From an optimization exercise on the open Yosys and OpenROAD flow, aimed at small area and a short achievable clock period; shortcuts taken in it are not production practice.
RTL that was checked went through simulation tests only; none was proved equivalent to the original.
Only the layout flow was run in run 4; the RTL was not checked for function there.
Power and IR drop assume default switching activity.

[design/flow/design.v]
module Four_Bit_Adder #(parameter W = 4) (A, B, s0, s1, Result, sel, Reset);
    output [2*W:0]Result;
    input [W-1:0]A,B;
    input Reset, s0, s1;
    input [1:0]sel;
    reg [2*W-1:0]TResult;
    reg [2*W:0]Result;
    reg temp;
    always @(*)
        begin
            TResult = {2*W{1'b0}};
            temp = 1'b0;
            if(Reset)    
                begin
                    TResult = {2*W{1'b0}};
                    temp = 1'b0;
                end
            else
                begin
                    if(sel == 2'b0)  
                        begin   
                            if(s0 && ~s1)    
                                begin
                                    if(A>B)   
                                        begin
                                            TResult = B - A;   
                                            temp = 1'b1;
                                        end
                                    else if(A<B)  
                                        begin
                                            TResult = B - A;   
                                            temp = 1'b0;   
                                        end   
                                    else
                                        begin
                                            TResult = B-A;
                                            temp = 1'b0;
                                        end
                                end     
                            else if(~s0 && s1)  
                                begin
                                    if(A>B)   
                                        begin
                                            TResult = A - B;   
                                            temp = 1'b0;
                                        end
                                    else if(A<B)  
                                        begin
                                            TResult = A - B;   
                                            temp = 1'b1;
                                        end
                                    else
                                        begin
                                            TResult = A-B;
                                            temp = 1'b0;
                                        end
                                end    
                            else if(s0 && s1)    
                                begin
                                    TResult = (-A) + (-B);    
                                    temp = 1'b1;
                                end
                            else
                                begin
                                    TResult = A + B;
                                    temp = 1'b0;
                                end
                        end   
                    else   
                        begin
                            TResult = {2*W{1'b0}};
                            temp = 1'b0;
                        end
                end
            Result = {temp, TResult};
        end
endmodule
module Four_Bit_Multiplier #(parameter W = 4) (A, B, s0, s1, Result, sel, Reset);
    output [2*W:0]Result;
    input [W-1:0]A,B;
    input [1:0]sel;
    input s0, s1, Reset;
    reg temp;
    reg [2*W-1:0]TResult;
    reg [2*W:0]Result;
    always @(*)
        begin
            TResult = {2*W{1'b0}};
            temp = 1'b0;
            if(Reset)
                begin
                    TResult = {2*W{1'b0}};
                    temp = 1'b0;
                end
            else
                begin
                    if(sel == 2'b01)
                        begin
                            temp = s0^s1;
                            if(temp)
                                begin
                                    if(~s0 && s1)
                                        TResult = A*(-B);
                                    else if(s0 && ~s1)
                                        TResult = (-A)*B;
                                end
                            else
                                TResult = A*B;
                        end
                    else
                        begin
                            TResult = {2*W{1'b0}};
                            temp = 1'b0;
                        end
                end
            Result = {temp, TResult};
        end
endmodule
module Divider #(parameter W = 4) (A, B, Q, s0, s1, sel, reset);
    output [2*W:0]Q;
    input [W-1:0]A, B;
    input s0, s1, reset;
    input [1:0]sel;
    reg [2*W-1:0]Qr;
    reg [2*W:0]Q;
    always @(*)
        begin
            if(B == {W{1'b0}})
                Qr = {{W{1'b0}}, {W{1'b1}}};
            else
                Qr = A/B;
            if(reset)
                begin
                    Q = {(2*W+1){1'b0}};
                end
            else
                begin
                    if(sel == 2'b10)
                        begin
                            if((s0 && ~s1) || (~s0 && s1))
                                Q = ((~{1'b0, Qr})+1'b1);
                            else
                                Q = {1'b0, Qr};
                        end
                    else
                        begin
                            Q = {(2*W+1){1'b0}};
                        end
                end
        end
endmodule
module Conversion_B_G #(parameter W = 4) (Bin, Gout, sel, Reset);
    output [W-1:0]Gout;
    input [W-1:0]Bin;
    input [1:0]sel;
    input Reset;
    reg [W-1:0]Gout;
    always @(*)
        begin
            if(Reset)
                Gout = {W{1'b0}};
            else
                begin
                    if(sel == 2'b11)
                        Gout = Bin ^ (Bin >> 1);
                    else
                        Gout = {W{1'b0}};
                end
        end
endmodule
module Calculator #(parameter W = 8) (clk, Ain, Bin, s0, s1, ALUout, sel, Reset);
    input clk;
    input [W-1:0]Ain,Bin;
    input [1:0]sel;
    input s0, s1, Reset;
    output [2*W:0]ALUout;
    reg [2*W:0]ALUout;
    reg [2*W:0]ALUnext;
    wire [2*W:0]ASout, Mout, Dout;
    wire [W-1:0]Cout;
    Four_Bit_Adder #(.W(W)) mod1(.A(Ain), .B(Bin), .s0(s0), .s1(s1), .Result(ASout), .sel(sel), .Reset(Reset));
    Four_Bit_Multiplier #(.W(W)) mod2(.A(Ain), .B(Bin), .s0(s0), .s1(s1), .Result(Mout), .sel(sel), .Reset(Reset));
    Divider #(.W(W)) mod3(.A(Ain), .B(Bin), .Q(Dout), .s0(s0), .s1(s1), .sel(sel), .reset(Reset));
    Conversion_B_G #(.W(W)) mod4(.Bin(Ain), .Gout(Cout), .sel(sel), .Reset(Reset));
    always @(*)
        begin
            if(Reset)
                ALUnext = {(2*W+1){1'b0}};
            else
                begin
                    case(sel)
                        2'b00: ALUnext = ASout;
                        2'b01: ALUnext = Mout;
                        2'b10: ALUnext = Dout;
                        default: ALUnext = {{(W+1){1'b0}}, Cout};
                    endcase
                end
        end
    always @(posedge clk)
        ALUout <= ALUnext;
endmodule
[design/flow/run.sh]
#!/bin/bash
# synth_recipe.tcl (not shown) runs the flow's synth.tcl, then flattens the netlist and writes it again
# the make line also repeats each setting of config.mk as NAME=value (left out here)
make -C /OpenROAD-flow-scripts/flow DESIGN_CONFIG=/design/flow/config.mk WORK_HOME=/design/flow/orfs CLKGATE_MAP_FILE= SYNTH_SCRIPT=/design/flow/synth_recipe.tcl finish
[design/flow/config.mk]
export PLATFORM = sky130hd
export DESIGN_NAME = Calculator
export DESIGN_NICKNAME = Calculator
export VERILOG_FILES = /design/flow/design.v
export SDC_FILE = /design/flow/constraint.sdc
export NUM_CORES = 4
export LEC_CHECK = 0
export CAP_MARGIN = 20
export CORE_MARGIN = 2
export CORE_UTILIZATION = 40
export SLEW_MARGIN = 20
[design/flow/constraint.sdc]
create_clock -name core_clock -period 40.0 [get_ports {clk}]
set_input_delay 8.0000 -clock core_clock [delete_from_list [all_inputs] [get_ports {clk}]]
set_output_delay 8.0000 -clock core_clock [all_outputs]
set_load 0.01 [all_outputs]
==> flow_metrics.py, run 1 <==
metrics = {
    "global_routing": {
        "gr-usage-all-layers_pct": 26.3,
        "grt_pass1_vias": 16800,
        "grt_pass1_wl_mm": 91.2,
        "grt_max_degree": 59,
        "antenna_found_initial": 1,
        "grt-ovfl-total": 0,
    },
    "setup_path": {
        "crit_end": "ALUout[6]$_SDFF_PP0_",
        "endpoint_kind": "flop",
        "required_ps": 40170,
        "arrival_ps": 38610,
        "crit_path_top_delay_cell": "or4b_2",
        "cp_slowest_stage_delay_ps": 640,
        "startpoint": "Ain[2]",
        "worst_setup_path_start_kind": "input pin",
        "path_common_cell": "o21a_1",
        "critical_path_class": "input pin to flop",
        "crit_fanout": 15,
    },
    "run": {
        "max-cap-violations": 0,
    },
    "synth": {
        "syn_inst": 2237,
        "synth_area_per_cell_um2": 7.52,
        "synth-seq-area-share_pct": 2.02,
        "synth-edff-count": 0,
        "synth_area_um2": 16800,
        "yosys_warnings": 5,
        "synth.distinct_cells": 102,
        "async_flop_share_pct": 0,
        "synth.net_count": 2661,
        "ys_seq_elements": 17,
        "ys.flop_type": "dfxtp_1",
    },
    "sta": {
        "drv_slew": 0,
        "fin_setup_tns_ps": 0,
        "worst_pin_slew_ps": 1030,
        "hold_viol": 0,
        "final.min_clock_period_ps": 38440,
        "fmax_mhz": 26.0,
        "finalCritPeriodShare_pct": 96.1,
        "relSlewSlack_pct": 31.0,
        "setup_violations": 0,
    },
    "placed_design": {
        "hpwl_mm": 45.4,
        "port-buffer-count": 38,
        "placed_area_um2": 18400,
        "gp_congestion": 0.944,
    },
    "final_layout": {
        "seq_area_um2": 340,
        "largest_reg_flops": 17,
        "area_growth_syn_to_layout_pct": 14.5,
        "stdcell_area_um2": 19300,
        "diodes": 0,
        "nFillCells": 4183,
        "multi_input_area_um2": 15600,
        "drive_gt1_share_pct": 12.2,
        "reg_top3": "ALUout (17)",
        "fin_nets": 2772,
        "top_register": "ALUout",
    },
    "cts": {
        "holdBufCountCts": 0,
        "cts_buffer_depth": 2,
        "cts_sinks": 17,
        "cts-htree-levels": 1,
        "cts_made_buffers": 3,
        "cts.clk_slew.worst_paths_ps": 70,
        "cts_tree": "built",
        "cts.root.buffer_cell": "clkbuf_16",
    },
    "route": {
        "dr_wl_met2_mm": 27.7,
        "avgViaCountPerCell": 5.79,
        "initialDrtViolationCount": 1128,
        "ant_nets": 0,
        "drc": 0,
        "wl_per_cell_um": 20.3,
        "dr_wl_met3_mm": 3.27,
        "drt_pass1_iterations": 7,
        "topRoutingLayerUsed": "met4",
        "wl_mm": 58.5,
        "routedLengthMet1_mm": 24.9,
        "via_count": 16700,
    },
    "die": {
        "io_pins": 39,
        "placementRows": 75,
        "start_util_pct": 40.3,
        "coreArea_um2": 41800,
        "die_h_um": 209,
        "die_area_um2": 43700,
        "die_w_um": 209,
    },
    "power_and_ir_drop": {
        "power_density_nw_per_um2": 69.0,
        "p_leak_nw": 9.12,
        "ir_worst_vdd_v": 0.0000869,
    },
    "min_path": {
        "hold_class": "input pin to flop",
    },
    "outcome": {
        "run_status": "no timing/DRC/antenna violations",
    },
}
report_power, final:
part           internal, W  leakage [nW]  switching [W]   total, W
registers        0.0000199         0.141     0.00000192  0.0000219
logic             0.000568          8.95       0.000714    0.00128
clock network    0.0000136        0.0371      0.0000103  0.0000239
total             0.000602          9.12       0.000726    0.00133
cell usage in the layout, fill, tap and decap left out, types with 65 or more instances in the layout:
| cell | Yosys | layout |
|---|---|---|
| a21oi_1 | 167 | 154 |
| and2_1 | 71 | 71 |
| buf_4 | 1 | 149 |
| fa_1 | 160 | 160 |
| ha_1 | 242 | 233 |
| inv_1 | 259 | 258 |
| nand2_1 | 234 | 230 |
| nor2_1 | 199 | 193 |
| nor3_1 | 72 | 71 |
| o21ai_0 | 71 | 65 |
| xnor2_1 | 106 | 106 |
metal layers:
layer,global-route usage [%],vias to the layer above
met5,0,-
met4,10.3,0
met3,2.21,154
met2,46.0,574
met1,33.6,8035
li1,-,7941
synth_stat cells, types with 6 or more instances:
cell type  count  area share [%]
a211oi_1      26             1.2
a21boi_0      10            0.45
a21o_1        21            0.94
a21oi_1      167             5.0
a221oi_1      17            0.89
a22oi_1        6            0.27
a311oi_1       6            0.31
a31oi_1       13            0.48
and2_1        71             2.6
and3_1        15            0.56
buf_1         12            0.27
buf_2          6            0.18
clkbuf_1      65             1.5
clkinv_1       9            0.20
dfxtp_1       17             2.0
fa_1         160              19
ha_1         242              18
inv_1        259             5.8
mux2_2        16             1.1
mux2i_1       17             1.0
nand2_1      234             5.2
nand2b_1      13            0.48
nand3_1       32            0.95
nand4_1       13            0.48
nor2_1       199             4.4
nor2b_1       19            0.71
nor3_1        72             2.1
nor4_1        12            0.45
o211ai_1      11            0.49
o21a_1        48             2.1
o21ai_0       71             2.1
o21bai_1      47             2.1
o22ai_1        9            0.33
o31a_1         9            0.47
o31ai_1       20            0.89
or2_2         12            0.45
or3_1         11            0.41
xnor2_1      106             5.5
xor2_1        35             1.8
through the flow:
stage	std cells	total power (W)	util (%)	hold slack (ps)	worst slack, ps
floorplan	2237	0.000930	-	8260	84.9
global route	2886	0.00148	46.1	8650	-123
detailed placement	2842	0.00119	44.2	8740	-1230
finish	2886	0.00133	46.1	8610	1560
global placement	2842	0.00118	44.2	8740	-420
CTS	2851	0.00124	44.6	8590	8.92
logic make-up after synthesis:
logic type / count (synthesis) / synth area share, %
AND/OR/NAND/NOR: 750 / 21.7
AO/OA/AOI/OAI: 537 / 21.5
adder cells (fa/ha/maj): 402 / 37.1
buffers and inverters: 355 / 8.04
XOR/XNOR: 141 / 7.34
multiplexers: 35 / 2.31
flip-flops: 17 / 2.02
worst max-delay path: cells and delay by family:
family,cells,cell delay (ps)
AOI/OAI and AO/OA,67,13010
and+or+nand+nor,46,7960
adders and majority gates,17,5210
muxes,7,2550
buffers and inverters,10,1820
how the worst min path moves through the flow:
stage | start | to | slack [ps] | cells past startpoint
after floorplan | Ain[7] | ALUout[7]$_SDFF_PP0_ | 8260 | 2
after global placement | ALUout[3]$_SDFF_PP0_ | ALUout[3] | 8740 | 1
after detailed placement | ALUout[3]$_SDFF_PP0_ | ALUout[3] | 8740 | 1
after CTS | Reset | ALUout[16]$_SDFF_PP0_ | 8590 | 2
after global routing | Ain[4] | ALUout[3]$_SDFF_PP0_ | 8650 | 5
final | Reset | ALUout[16]$_SDFF_PP0_ | 8610 | 2
final cells by class:
cell class,instances,area share (%)
inverter,270,5.26
clock buffer,3,0.390
clock inverter,1,0.0390
sequential,17,1.77
multi-input combinational,1866,81.0
tap,539,3.50
timing repair buffer,190,8.03
timing repair:
| item | CTS | global route |
|---|---|---|
| setup endpoints to repair | 14 | 17 |
| resized for setup | 17 | 75 |
| cloned | 1 | 1 |
| setup buffers | 4 | 34 |
| pin swaps | 5 | 36 |
==> run 2, diff against run 1 <==
==> design/flow/design.v (replaced) <==
module Calculator #(parameter W = 8) (clk, Ain, Bin, s0, s1, ALUout, sel, Reset);
    input clk;
    input [W-1:0] Ain, Bin;
    input [1:0] sel;
    input s0, s1, Reset;
    output [2*W:0] ALUout;
    reg [2*W:0] ALUout;
    wire [7:0] q;
    wire [0:0] t7 = Ain[7];
    wire [1:0] d7 = {1'b0, t7} - {1'b0, Bin[0:0]};
    assign q[7] = ~d7[1] & ~|Bin[7:1];
    wire [0:0] r7 = q[7] ? d7[0:0] : t7;
    wire [1:0] t6 = {r7, Ain[6]};
    wire [2:0] d6 = {1'b0, t6} - {1'b0, Bin[1:0]};
    assign q[6] = ~d6[2] & ~|Bin[7:2];
    wire [1:0] r6 = q[6] ? d6[1:0] : t6;
    wire [2:0] t5 = {r6, Ain[5]};
    wire [3:0] d5 = {1'b0, t5} - {1'b0, Bin[2:0]};
    assign q[5] = ~d5[3] & ~|Bin[7:3];
    wire [2:0] r5 = q[5] ? d5[2:0] : t5;
    wire [3:0] t4 = {r5, Ain[4]};
    wire [4:0] d4 = {1'b0, t4} - {1'b0, Bin[3:0]};
    assign q[4] = ~d4[4] & ~|Bin[7:4];
    wire [3:0] r4 = q[4] ? d4[3:0] : t4;
    wire [4:0] t3 = {r4, Ain[3]};
    wire [5:0] d3 = {1'b0, t3} - {1'b0, Bin[4:0]};
    assign q[3] = ~d3[5] & ~|Bin[7:5];
    wire [4:0] r3 = q[3] ? d3[4:0] : t3;
    wire [5:0] t2 = {r3, Ain[2]};
    wire [6:0] d2 = {1'b0, t2} - {1'b0, Bin[5:0]};
    assign q[2] = ~d2[6] & ~|Bin[7:6];
    wire [5:0] r2 = q[2] ? d2[5:0] : t2;
    wire [6:0] t1 = {r2, Ain[1]};
    wire [7:0] d1 = {1'b0, t1} - {1'b0, Bin[6:0]};
    assign q[1] = ~d1[7] & ~|Bin[7:7];
    wire [6:0] r1 = q[1] ? d1[6:0] : t1;
    wire [7:0] t0 = {r1, Ain[0]};
    wire [8:0] d0 = {1'b0, t0} - {1'b0, Bin[7:0]};
    assign q[0] = ~d0[8];
    wire m = s0 ^ s1;
    wire [9:0] avs = {2'b00, Ain} + ({2'b00, Bin} ^ {10{m}}) + {9'd0, m};
    wire [15:0] prod = Ain * Bin;
    reg [15:0] v;
    reg n;
    always @(*) begin
        case (sel)
            2'b00: begin v = {{6{avs[9]}}, avs}; n = s0; end
            2'b01: begin v = prod; n = m; end
            2'b10: begin v = {8'd0, q}; n = m; end
            default: begin v = {8'd0, Ain ^ (Ain >> 1)}; n = 1'b0; end
        endcase
    end
    wire [15:0] r = (v ^ {16{n}}) + {15'd0, n};
    reg f;
    always @(*) begin
        case (sel)
            2'b00: f = r[15] | (s0 & s1);
            2'b01: f = m;
            2'b10: f = r[15];
            default: f = 1'b0;
        endcase
    end
    always @(posedge clk)
        if (Reset) ALUout <= {(2*W+1){1'b0}};
        else ALUout <= {f, r};
endmodule
--- a/design/flow/config.mk
+++ b/design/flow/config.mk
@@ -5,7 +5,8 @@
 export SDC_FILE = /design/flow/constraint.sdc
 export NUM_CORES = 4
 export LEC_CHECK = 0
+export ABC_AREA = 1
 export CAP_MARGIN = 20
 export CORE_MARGIN = 2
-export CORE_UTILIZATION = 40
+export CORE_UTILIZATION = 70
 export SLEW_MARGIN = 20
==> flow_metrics.py, run 2 <==
metrics = {
    "global_routing": {
        "grt_pass1_wl_mm": 25.2,
        "gr-usage-all-layers_pct": 34.4,
        "grt_pass1_vias": 5693,
        "grt_max_degree": 20,
        "antenna_found_initial": 0,
        "grt-ovfl-total": 0,
    },
    "synth": {
        "synth_area_per_cell_um2": 6.56,
        "synth_area_um2": 5970,
        "netlist.area_leader.share_pct": 19.5,
        "yosys_warnings": 1,
        "synth_commonest_cells": "nand2_1, inv_1, ha_1",
        "synth-edff-count": 0,
        "ys_top_cells_by_area": "ha_1, nand2_1, fa_1",
        "ys.flop_type": "dfxtp_1",
        "synth.net_count": 1067,
        "ys_seq_elements": 17,
        "synth-seq-area-share_pct": 5.70,
        "yosys.area.top_type": "ha_1",
        "syn_inst": 909,
        "synth.distinct_cells": 41,
        "async_flop_share_pct": 0,
        "synth.most_common_cell": "nand2_1",
    },
    "setup_path": {
        "required_ps": 40150,
        "startpoint": "Bin[0]",
        "critical_path_buf_inv_count": 6,
        "crit_fanout": 18,
        "path_depth": 60,
        "path_common_cell": "o21ai_0",
        "arrival_ps": 19520,
        "worst_setup_path_start_kind": "input pin",
        "critical_path_class": "input pin to flop",
        "crit_path_top_delay_cell": "clkdlybuf4s50_1",
        "cp_slowest_stage_delay_ps": 840,
        "cp_top_family": "adder cells",
        "crit_end": "ALUout[14]$_SDFF_PP0_",
        "endpoint_kind": "flop",
    },
    "sta": {
        "setup_violations": 0,
        "fin_setup_tns_ps": 0,
        "final.min_clock_period_ps": 19370,
        "drv_slew": 0,
        "relSlewSlack_pct": 47.2,
        "rsz0062_at_grt": "false",
        "hold_viol": 0,
        "fmax_mhz": 51.6,
        "worst_pin_slew_ps": 790,
        "finalCritPeriodShare_pct": 48.4,
        "fin_ws_ps": 20630,
    },
    "cts": {
        "holdBufCountCts": 0,
        "cts_tree": "built",
        "cts_made_buffers": 3,
        "cts_buffer_depth": 2,
        "cts_setup_buffers": 0,
        "cts-htree-levels": 1,
        "cts_resized": 0,
        "cts.clk_slew.worst_paths_ps": 70,
        "cts.root.buffer_cell": "clkbuf_8",
        "cts_sinks": 17,
    },
    "final_layout": {
        "layout_commonest_cell": "nand2_1",
        "diodes": 0,
        "reg_top3": "ALUout (17)",
        "top_register": "ALUout",
        "largest_reg_flops": 17,
        "drive_gt1_share_pct": 6.91,
        "layout_common_cells": "nand2_1, inv_1, ha_1",
        "area_growth_syn_to_layout_pct": 7.05,
        "fin_nets": 1085,
    },
    "placed_design": {
        "port-buffer-count": 38,
        "dpl_worst_slack_ps": 20670,
        "gp_congestion": 1.02,
        "hpwl_mm": 12.1,
    },
    "die": {
        "die_area_um2": 9280,
        "io_pins": 39,
        "coreArea_um2": 8260,
        "placementRows": 33,
        "start_util_pct": 72.3,
        "die_h_um": 96.3,
        "die_w_um": 96.3,
    },
    "route": {
        "initialDrtViolationCount": 438,
        "avgViaCountPerCell": 5.67,
        "wl_mm": 15.2,
        "drt_pass1_iterations": 5,
        "drc": 0,
        "wl_per_cell_um": 14.7,
        "ant_nets": 0,
        "via_count": 5847,
    },
    "run": {
        "max-cap-violations": 0,
    },
    "power_and_ir_drop": {
        "power_density_nw_per_um2": 32.0,
        "p_leak_nw": 3.69,
        "ir_worst_vdd_v": 0.0000275,
    },
    "outcome": {
        "run_status": "no timing/DRC/antenna violations",
    },
    "min_path": {
        "hold_class": "input pin to flop",
    },
}
-- run 2: through the flow --
step	power [W]	std cells	utilization, %	hold slack, ps	instance area [µm²]
detailed placement	0.000189	1027	76.8	8630	6340
floorplan	0.000148	909	-	8070	5970
global route	0.000229	1031	77.3	8390	6390
finish	0.000204	1031	77.3	8380	6390
CTS	0.000203	1031	77.3	8370	6390
global placement	0.000183	1027	76.8	8630	6340
-- run 2: worst min-delay path by stage --
stage                from                    end  slack, ps  cells past startpoint
finish              Reset  ALUout[15]$_SDFF_PP0_       8380                      2
global route        Reset  ALUout[15]$_SDFF_PP0_       8390                      2
CTS                 Reset   ALUout[1]$_SDFF_PP0_       8370                      2
detailed placement  Reset   ALUout[1]$_SDFF_PP0_       8630                      2
global placement    Reset   ALUout[1]$_SDFF_PP0_       8630                      2
floorplan           Reset   ALUout[1]$_SDFF_PP0_       8070                      1
-- run 2: cell type report --
type	instances	area, µm²
clock inverters	1	5.00
inverters	177	667
well taps	105	131
repair buffers	39	388
fillers	648	1870
flip-flops and latches	17	340
multi-input cells	689	4810
clock buffers	3	41.3
-- run 2: kinds of logic (layout without fill, tap and decap cells) --
| family | count (synthesis) | in the layout | share of synthesized area [%] |
|---|---|---|---|
| muxes | 2 | 2 | 0.336 |
| adders and majority gates | 136 | 136 | 33.9 |
| and+or+nand+nor | 412 | 412 | 32.5 |
| buffers and inverters | 203 | 220 | 13.6 |
| DFF | 17 | 17 | 5.70 |
| xor gates and xnor gates | 25 | 25 | 3.67 |
| AOI/OAI and AO/OA | 114 | 114 | 10.2 |
-- run 2: power by group --
part           internal (W)  switching, W
Clock            0.00000691    0.00000583
Sequential        0.0000198   0.000000671
Combinational     0.0000649      0.000106
-- run 2: routing by layer --
metal	global-route usage (%)	up-vias	share of wire, %
met5	0	-	0
met4	12.8	0	3.7
met3	1.64	47	6.6
met2	62.7	223	47
met1	42.6	2697	42
li1	-	2880	-
==> run 3, diff against run 2 <==
--- a/design/flow/config.mk
+++ b/design/flow/config.mk
@@ -8,5 +8,5 @@
 export ABC_AREA = 1
 export CAP_MARGIN = 20
 export CORE_MARGIN = 2
-export CORE_UTILIZATION = 70
+export CORE_UTILIZATION = 40
 export SLEW_MARGIN = 20
==> flow_metrics.py, run 3 <==
metrics = {
    "synth": {
        "syn_inst": 909,
        "yosys.area.top_type": "ha_1",
        "netlist.area_leader.share_pct": 19.5,
        "synth-edff-count": 0,
        "synth.net_count": 1067,
        "ys_seq_elements": 17,
        "synth_commonest_cells": "nand2_1, inv_1, ha_1",
        "synth_area_um2": 5970,
        "synth_area_per_cell_um2": 6.56,
        "synth.distinct_cells": 41,
        "yosys_warnings": 1,
        "ys.flop_type": "dfxtp_1",
        "ys_top_cells_by_area": "ha_1, nand2_1, fa_1",
        "async_flop_share_pct": 0,
        "synth-seq-area-share_pct": 5.70,
        "synth.most_common_cell": "nand2_1",
    },
    "die": {
        "placementRows": 44,
        "coreArea_um2": 14500,
        "io_pins": 39,
        "die_area_um2": 15900,
        "start_util_pct": 41.1,
        "die_w_um": 126,
        "die_h_um": 126,
    },
    "global_routing": {
        "grt_pass1_wl_mm": 25.9,
        "grt-ovfl-total": 0,
        "antenna_found_initial": 0,
        "grt_pass1_vias": 5510,
        "gr-usage-all-layers_pct": 19.6,
        "grt_max_degree": 20,
    },
    "final_layout": {
        "top_register": "ALUout",
        "reg_top3": "ALUout (17)",
        "layout_common_cells": "nand2_1, inv_1, ha_1",
        "layout_commonest_cell": "nand2_1",
        "postLayoutCoreUtil_pct": 45.0,
        "largest_reg_flops": 17,
        "fin_nets": 1088,
        "area_growth_syn_to_layout_pct": 9.62,
        "diodes": 0,
        "drive_gt1_share_pct": 7.10,
    },
    "route": {
        "drc": 0,
        "initialDrtViolationCount": 268,
        "drt_pass1_iterations": 5,
        "avgViaCountPerCell": 4.94,
        "ant_nets": 0,
        "via_count": 5493,
        "wl_per_cell_um": 13.5,
        "wl_mm": 15.1,
    },
    "sta": {
        "drv_slew": 0,
        "final.min_clock_period_ps": 19120,
        "finalCritPeriodShare_pct": 47.8,
        "worst_pin_slew_ps": 804,
        "relSlewSlack_pct": 46.2,
        "setup_violations": 0,
        "hold_viol": 0,
        "fin_setup_tns_ps": 0,
        "fmax_mhz": 52.3,
        "rsz0062_at_grt": "false",
    },
    "outcome": {
        "run_status": "no timing/DRC/antenna violations",
    },
    "cts": {
        "cts_tree": "built",
        "cts_resized": 0,
        "cts.root.buffer_cell": "clkbuf_16",
        "holdBufCountCts": 0,
        "cts_made_buffers": 3,
        "cts_sinks": 17,
        "cts-htree-levels": 1,
        "cts.clk_slew.worst_paths_ps": 50,
        "cts_buffer_depth": 2,
        "cts_setup_buffers": 0,
    },
    "setup_path": {
        "required_ps": 40130,
        "arrival_ps": 19250,
        "worst_setup_path_start_kind": "input pin",
        "cp_top_family": "simple AND/OR/NAND/NOR gates",
        "endpoint_kind": "flop",
        "cp_slowest_stage_delay_ps": 760,
        "crit_fanout": 12,
        "path_common_cell": "nand2_1",
        "crit_path_top_delay_cell": "clkdlybuf4s50_1",
        "critical_path_buf_inv_count": 6,
        "critical_path_class": "input pin to flop",
    },
    "placed_design": {
        "hpwl_mm": 12.3,
        "gp_congestion": 0.884,
        "port-buffer-count": 38,
    },
    "power_and_ir_drop": {
        "p_leak_nw": 3.72,
        "power_density_nw_per_um2": 31.6,
        "ir_worst_vdd_v": 0.0000154,
    },
    "run": {
        "max-cap-violations": 0,
    },
    "min_path": {
        "hold_class": "input pin to flop",
    },
}
run 3: cell families (layout without fill, tap and decap cells):
| group | Yosys count | in the layout | share of synthesized area (%) |
|---|---|---|---|
| adder cells (fa/ha/maj) | 136 | 136 | 33.9 |
| buffers and inverters | 203 | 223 | 13.6 |
| AND/OR/NAND/NOR | 412 | 412 | 32.5 |
| flip-flops | 17 | 17 | 5.70 |
| AO/OA/AOI/OAI | 114 | 114 | 10.2 |
| XOR/XNOR | 25 | 25 | 3.67 |
| multiplexers | 2 | 2 | 0.336 |
run 3: per-layer routing:
layer	vias to the layer above	part of all wire [%]	global-route usage [%]	wire length, µm
met5	-	0	0	0
li1	2881	-	-	-
met3	16	2.3	1.15	351
met4	0	1.0	2.59	154
met2	92	49	35.8	7380
met1	2504	48	26.1	7190
run 3: final cells by class:
type / instances / area, µm²
sequential: 17 / 340
fill: 1563 / 7990
clock buffer: 4 / 78.8
tap: 184 / 230
inverter: 177 / 667
timing repair buffer: 42 / 410
multi-input combinational: 689 / 4810
run 3: through the flow:
stage / cells / hold slack, ps / cell area [µm²] / total power, W / worst slack (ps)
after global placement: 1109 / 8630 / 6460 / 0.000187 / 20820
final: 1113 / 8370 / 6540 / 0.000207 / 20880
after detailed placement: 1109 / 8630 / 6460 / 0.000187 / 20610
after CTS: 1113 / 8380 / 6540 / 0.000209 / 20840
after global routing: 1113 / 8420 / 6540 / 0.000235 / 19570
after floorplan: 909 / 8070 / 5970 / 0.000148 / 22860
run 3: final timing paths:
path,start,to,cells after the start
hold / removal,Reset,ALUout[3]$_SDFF_PP0_,2
setup / recovery,Bin[7],ALUout[14]$_SDFF_PP0_,62
run 3: where the power goes:
part | total [W] | switching, W | leakage (nW) | internal, W
clock network | 0.0000200 | 0.00000643 | 0.0382 | 0.0000135
logic | 0.000166 | 0.000103 | 3.54 | 0.0000635
registers | 0.0000205 | 0.000000655 | 0.141 | 0.0000199
total | 0.000207 | 0.000110 | 3.72 | 0.0000968
==> run 4, diff against run 3 <==
--- a/design/flow/design.v
+++ b/design/flow/design.v
@@ -37,9 +37,9 @@
     wire [7:0] t0 = {r1, Ain[0]};
     wire [8:0] d0 = {1'b0, t0} - {1'b0, Bin[7:0]};
     assign q[0] = ~d0[8];
+    wire [15:0] prod = Ain * Bin;
     wire m = s0 ^ s1;
     wire [9:0] avs = {2'b00, Ain} + ({2'b00, Bin} ^ {10{m}}) + {9'd0, m};
-    wire [15:0] prod = Ain * Bin;
     reg [15:0] v;
     reg n;
     always @(*) begin
==> design/flow/flow/run.sh (new file) <==
#!/bin/bash
# Layout flow: the standard synthesis (bash standard.sh synth), then the combinational
# logic between its registers is mapped again by ABC (flow/resynth.abc) without the
# full/half-adder cells; the registers, their names and cell types are kept. Then the
# standard layout from floorplan on, with the port buffers made of buf_4 cells.
# Each tool's output goes to a log_*.txt file in the work folder.
set -euo pipefail
W=$(pwd)
R=$W/orfs/results/$FLOW_PLATFORM/Calculator/base
LIB=$FLOW_HOME/platforms/$FLOW_PLATFORM/lib/sky130_fd_sc_hd__tt_025C_1v80.lib
EXTRA=()
[[ -f $W/flow/make_args ]] && mapfile -t EXTRA < $W/flow/make_args

bash standard.sh synth > $W/log_synth_std.txt 2>&1
cp $R/1_2_yosys.v $W/std_synth.v

DU="-dont_use *clkbuf* -dont_use *probe* -dont_use *lpflow* -dont_use *dlygate* -dont_use *clkdly* -dont_use *buf_16* -dont_use *fa_* -dont_use *ha_*"
cat > $W/resynth.ys <<Y
read_liberty -ignore_miss_func $LIB
read_verilog $W/std_synth.v
hierarchy -top $FLOW_TOP
setattr -mod -set keep_hierarchy 1 sky130_fd_sc_hd__dfxtp_1
flatten
select $FLOW_TOP
opt -purge
abc -liberty $LIB $DU -script $W/flow/resynth.abc
opt_clean -purge
hilomap -singleton -hicell sky130_fd_sc_hd__conb_1 HI -locell sky130_fd_sc_hd__conb_1 LO
splitnets
opt_clean -purge
stat -liberty $LIB
write_verilog -noattr -selected $W/resynth.v
Y
yosys -s $W/resynth.ys > $W/log_resynth.txt 2>&1
cp $W/resynth.v $R/1_2_yosys.v
rm -f $R/1_synth.odb $R/1_synth.sdc
bash standard.sh synth > $W/log_synth_odb.txt 2>&1
bash standard.sh "BUFFER_PORTS_ARGS=-buffer_cell sky130_fd_sc_hd__buf_4" "${EXTRA[@]}" finish > $W/log_finish.txt 2>&1
==> design/flow/flow/resynth.abc (new file) <==
strash
&get -n
&deepsyn -T 60
&put
dch -f
map -B 0.9
topo
stime -c
buffer -c
upsize -c
dnsize -c
==> design/flow/standard.sh (new file) <==
#!/bin/bash
# synth_recipe.tcl (not shown) runs the flow's synth.tcl, then flattens the netlist and writes it again
# the make line also repeats each setting of config.mk as NAME=value (left out here)
make -C /OpenROAD-flow-scripts/flow DESIGN_CONFIG=/design/flow/config.mk WORK_HOME=/design/flow/orfs CLKGATE_MAP_FILE= SYNTH_SCRIPT=/design/flow/synth_recipe.tcl "${@:-finish}"
removed: design/flow/run.sh
==> flow_metrics.py, run 4 <==
metrics = {
    "die": {
        "die_area_um2": 12100,
        "die_w_um": 110,
        "placementRows": 38,
        "die_h_um": 110,
        "coreArea_um2": 10900,
        "io_pins": 39,
        "start_util_pct": 41.2,
    },
    "sta": {
        "fin_setup_tns_ps": 0,
        "relSlewSlack_pct": 45.4,
        "fmax_mhz": 69.3,
        "fin_hold_ws_ps": 7950,
        "drv_slew": 0,
        "rsz0062_at_grt": "false",
        "setup_violations": 0,
        "worst_pin_slew_ps": 810,
        "final.min_clock_period_ps": 14420,
        "finalCritPeriodShare_pct": 36.1,
        "hold_viol": 0,
    },
    "final_layout": {
        "reg_top3": "ALUout (17)",
        "diodes": 0,
        "largest_reg_flops": 17,
        "top_register": "ALUout",
        "area_growth_syn_to_layout_pct": 11.8,
        "layout_common_cells": "nand2_1, inv_1, nand3_1",
        "drive_gt1_share_pct": 12.3,
        "fin_nets": 900,
        "layout_commonest_cell": "nand2_1",
    },
    "global_routing": {
        "gr-usage-all-layers_pct": 24.9,
        "grtUsageMet3_pct": 1.65,
        "grt_pass1_wl_mm": 24.0,
        "grtUsageMet1_pct": 35.5,
        "grt_pass1_vias": 4876,
        "grt-ovfl-total": 0,
        "antenna_found_initial": 0,
        "grt_max_degree": 26,
        "grt_busiest_layer": "met2",
        "grtUsageMet2_pct": 40.3,
    },
    "min_path": {
        "hold_class": "input pin to flop",
        "hold_depth": 2,
    },
    "route": {
        "ant_nets": 0,
        "drc": 0,
        "via_count": 5529,
        "initialDrtViolationCount": 510,
        "wl_per_cell_um": 14.6,
        "drt_pass1_iterations": 6,
        "avgViaCountPerCell": 5.44,
        "wl_mm": 14.8,
    },
    "outcome": {
        "run_status": "no timing/DRC/antenna violations",
    },
    "setup_path": {
        "cp_slowest_stage_delay_ps": 250,
        "crit_fanout": 15,
        "critical_path_buf_inv_count": 4,
        "startpoint": "Bin[4]",
        "arrival_ps": 14540,
        "crit_path_top_delay_cell": "inv_2",
        "critical_path_class": "input pin to flop",
        "endpoint_kind": "flop",
        "worst_setup_path_start_kind": "input pin",
        "cp_top_family": "simple AND/OR/NAND/NOR gates",
        "path_common_cell": "nand2_1",
        "path_depth": 69,
        "crit_end": "ALUout[13]$_SDFF_PP0_",
        "required_ps": 40120,
    },
    "synth": {
        "yosys_warnings": 1,
        "synth_area_um2": 4510,
        "synth.net_count": 859,
        "synth_area_per_cell_um2": 5.39,
        "syn_inst": 837,
    },
    "power_and_ir_drop": {
        "p_leak_nw": 2.62,
        "ir_worst_vdd_v": 0.0000286,
        "power_density_nw_per_um2": 28.0,
    },
    "placed_design": {
        "hpwl_mm": 11.6,
        "gp_congestion": 0.955,
        "port-buffer-count": 38,
    },
    "cts": {
        "cts_tree": "built",
        "cts-htree-levels": 1,
        "holdBufCountCts": 0,
        "cts_setup_buffers": 0,
        "cts_made_buffers": 3,
        "cts_sinks": 17,
        "cts_resized": 0,
        "cts.clk_slew.worst_paths_ps": 50,
        "cts_buffer_depth": 2,
        "cts.root.buffer_cell": "clkbuf_16",
    },
    "run": {
        "max-cap-violations": 0,
    },
}
==> run 4: power by group <==
group / switching [W] / total [W] / leakage, nW / internal [W]
sequential: 0.000000695 / 0.0000207 / 0.142 / 0.0000200
clock: 0.00000576 / 0.0000192 / 0.0382 / 0.0000135
combinational: 0.0000638 / 0.000101 / 2.45 / 0.0000374
total: 0.0000702 / 0.000141 / 2.62 / 0.0000709
==> run 4: worst min-delay path by stage <==
stage                                 endpoint  slack [ps]   from
after floorplan           ALUout[0]$_SDFF_PP0_        8070  Reset
after global placement    ALUout[0]$_SDFF_PP0_        8200  Reset
after detailed placement  ALUout[0]$_SDFF_PP0_        8200  Reset
after CTS                 ALUout[0]$_SDFF_PP0_        7950  Reset
after global routing      ALUout[0]$_SDFF_PP0_        7950  Reset
final                     ALUout[0]$_SDFF_PP0_        7950  Reset
==> run 4: through the flow <==
step,cells,area [µm²],setup slack [ps],total power (W),util (%)
final,1017,5040,25580,0.000141,46.1
after global routing,1017,5040,24710,0.000157,46.1
after CTS,1017,5040,25620,0.000141,46.1
after detailed placement,1013,4970,25380,0.000121,45.4
after global placement,1013,4970,25420,0.000121,45.4
after floorplan,837,4510,26630,0.0000961,-
==> run 4: metal layers <==
layer,part of all wire (%),vias to the layer above
li1,-,2894
met1,46,2389
met2,44,216
met3,8.1,30
met4,2.1,0
met5,0,-
==> run 4: area by class of cell <==
| type | instances | area, µm² |
|---|---|---|
| multi-input cells | 707 | 3740 |
| flip-flops and latches | 17 | 340 |
| fillers | 1246 | 5890 |
| inverters | 110 | 418 |
| repair buffers | 39 | 293 |
| clock buffers | 4 | 78.8 |
| well taps | 140 | 175 |

separate check: timing with driven ports:
How much do the figures lean on ideal ports? The routed layouts below were timed once more, with nothing changed but the port constraints. Step 1, drivers: a clkbuf_16 drives clk and a buf_2 each remaining input, both assumed. Step 2 adds t to the input delays and takes it off the output delays; t is the mean of the earliest and latest rising clock arrival at the registers after step 1. Input paths then give back, and output paths get back, about the clock's delay inside the block. Slacks: ideal / step 1 / step 2; pairs: ideal / step 1.
| run | t (ns) | setup WS [ns] | worst hold slack (ns) |
|---|---|---|---|
| run 1 | 0.300 | 1.560 / 1.563 / 1.262 | 8.613 / 8.598 / 8.756 |
| run 2 | 0.271 | 20.630 / 20.629 / 20.358 | 8.381 / 8.389 / 8.660 |
| run 3 | 0.274 | 20.879 / 20.887 / 20.613 | 8.368 / 8.362 / 8.636 |
| run 4 | 0.268 | 25.578 / 25.579 / 25.311 | 7.950 / 7.949 / 8.217 |
After both steps setup and hold are still met in every run listed. The setup slack of run 1, which loses most, moves by +0.003 ns with the drivers and by -0.298 ns with both steps.
